This is an optimization exercise on Yosys and OpenROAD, whose aim is small area and a short achievable clock period, not a production implementation. In this exercise RTL edits were held to simulation tests only and were not proved equivalent to the original. Power and IR drop assume default switching activity.

## v3
// fp_pipeline
module fp_pipeline (
    input wire clk,
    input wire reset,
    input wire pipe_en,
    input wire [15:0] in_scalar,
    input wire [15:0] in_batch,
    input wire [8:0] in_waddr,
    input wire in_wen,
    input wire in_valid,
    output wire out_we,
    output wire [8:0] out_waddr,
    output wire [15:0] out_data
);
Size: about 1100 cells after synthesis.
clock: 7.0 ns
lec_check: 0
cap_margin: 20
core_margin: 2
core_utilization: 60
place_density: 0.8
setup_slack_margin: 3.2
slew_margin: 20
tns_end_percent: 10
run.sh (not shown) runs the stock make flow with config.mk's settings and CLKGATE_MAP_FILE= SYNTH_SCRIPT=/design/flow/synth_recipe.tcl, a recipe that flattens the netlist after the stock synthesis.
v3: no failed stages, no open violations at the end
Modified inputs, v45 compared to v3
- TNS_END_PERCENT: 10 -> unset
- SETUP_SLACK_MARGIN: 3.2 -> 3.1
==> flow/flow/run.sh (new file) <==
#!/bin/bash
# The standard layout (the standard.sh, unchanged synthesis and steps),
# except that the buffers it puts on every input and output port are
# sky130_fd_sc_hd__buf_1 cells instead of the flow's default choice.
set -e
cd "$(dirname "$0")/.."
export BUFFER_PORTS_ARGS="-buffer_cell sky130_fd_sc_hd__buf_1"
bash standard.sh > standard.log 2>&1
==> flow/standard.sh (new file) <==
#!/bin/bash
# synth_recipe.tcl (not shown) runs the flow's synth.tcl, then flattens the netlist and writes it again
# the make line also repeats each setting of config.mk as NAME=value (left out here)
make -C /OpenROAD-flow-scripts/flow DESIGN_CONFIG=/design/flow/config.mk WORK_HOME=/design/flow/orfs CLKGATE_MAP_FILE= SYNTH_SCRIPT=/design/flow/synth_recipe.tcl "${@:-finish}"
removed: flow/run.sh
[summary]
The higher total power of v45 and v3 is in v3.
In v45, largest driver fanout on the critical path is lower than in v3.
As far as highest achievable clock rate is concerned, v3 and v45 perform about the same.
Global placement routability congestion for v45 is higher than for v3.
Per the comparison of v45 with v3, final critical-path setup slack shrank by 0.0089 ns, via count shrank by about 0.6%, worst setup slack after placement grew by 0.0044 ns.
## Diff of input files: v14 against v45
- TNS_END_PERCENT newly set to 10
- SETUP_SLACK_MARGIN changed from 3.1 to 3.2
- CTS_BUF_LIST newly set to sky130_fd_sc_hd__clkbuf_8
==> comparison <==
Highest cell delay on the worst timing path: v14 vs v45 up 0.10 ns
v14 was carried through to the last stage, and its layout satisfied the timing, DRC and antenna checks.
As far as number of vias per cell is concerned, v14 and v45 perform about the same.
[compare] base=v45 new=v14: area growth from synthesis to layout went down by 3.1 points; total detailed-routing wirelength went down by 920 um; clock network power share went down by 5.5 points; met1 track demand over resource in global routing went down by 0.21 points.
| sequential share of power | v14 vs v45 | 3.4 points higher |
Input changes introduced in v47 (baseline for comparison: v14):
- a change of SETUP_SLACK_MARGIN from 3.2 to 3.0
- a change of CORE_UTILIZATION from 60 to 40
- a deleted PLACE_DENSITY that had been 0.8
- a deleted TNS_END_PERCENT that had been 10
- a deleted CTS_BUF_LIST that had been sky130_fd_sc_hd__clkbuf_8
==> comparison <==
Delta (v47 minus v14): minimum period implied by the final worst setup slack higher; setup slack went down by 0.010 ns; share of the core filled with cells in the final layout down 22 points; combinational cell fraction of total power went down 2.7 points; area share of buffers outside the clock network now sits higher. Diff v14 -> v47: power share of the clock group now sits higher; critical path depth down 1; final area went up; wire length of the first global-routing pass went up; minimum hold slack now sits at about the same level. Of v47 and v14, the lower number of cells on the worst reg-to-reg path belongs to v47.

fp_pipeline again, from the RTL that the note above started with.
Settings: LEC_CHECK=0, CAP_MARGIN=20, CORE_MARGIN=2, CORE_UTILIZATION=60, PLACE_DENSITY=0.8, SETUP_SLACK_MARGIN=3.1, SLEW_MARGIN=20, TNS_END_PERCENT=10; clock period 7.0 ns.
standard.sh (not shown) runs the stock make flow with config.mk's settings and CLKGATE_MAP_FILE= SYNTH_SCRIPT=/design/flow/synth_recipe.tcl, a recipe that flattens the netlist after the stock synthesis.
==> flow/flow/run.sh <==
#!/bin/bash
# The standard layout (the standard.sh, unchanged synthesis and steps),
# except that the buffers it puts on every input and output port are
# sky130_fd_sc_hd__buf_1 cells instead of the flow's default choice.
set -e
cd "$(dirname "$0")/.."
export BUFFER_PORTS_ARGS="-buffer_cell sky130_fd_sc_hd__buf_1"
bash standard.sh > standard.log 2>&1
Change:
--- a/flow/config.mk
+++ b/flow/config.mk
@@ -10,3 +10,3 @@
-export CORE_UTILIZATION = 60
-export PLACE_DENSITY = 0.8
-export SETUP_SLACK_MARGIN = 3.1
+export CORE_UTILIZATION = 65
+export PLACE_DENSITY = 0.85
+export SETUP_SLACK_MARGIN = 3.2
Setup slack is worse by 120 ps; worst hold slack is about the same; clock skew went up by 4.5 ps.

[afterwards: timing with drivers on the ports]
How much do the figures lean on ideal ports? The routed layouts below were timed once more, with nothing changed but the port constraints. Step 1, drivers: a clkbuf_16 drives clk and a buf_2 each remaining input, both assumed. Step 2 also shifts input and output timing later by t, the mid clock arrival at the registers, as if the neighbouring blocks saw the same clock. a / b / c = ideal / step 1 / step 2; a / b = the first two.
run | shift t [ns] | setup slack, ns | hold slack, ns
v3 | 0.471 | 3.089 / 3.089 / 3.089 | 0.420 / 0.420 / 0.420
v45 | 0.474 | 3.080 / 3.080 / 3.080 | 0.416 / 0.416 / 0.416
v14 | 0.495 | 3.037 / 3.037 / 3.037 | 0.419 / 0.419 / 0.419
v47 | 0.465 | 3.027 / 3.027 / 3.027 | 0.418 / 0.418 / 0.418
the first run of note 2 | 0.475 | 3.069 / 3.069 / 3.069 | 0.417 / 0.417 / 0.417
the second run of note 2 | 0.477 | 2.947 / 2.947 / 2.947 | 0.417 / 0.417 / 0.417
After both steps setup and hold are still met in every run listed.
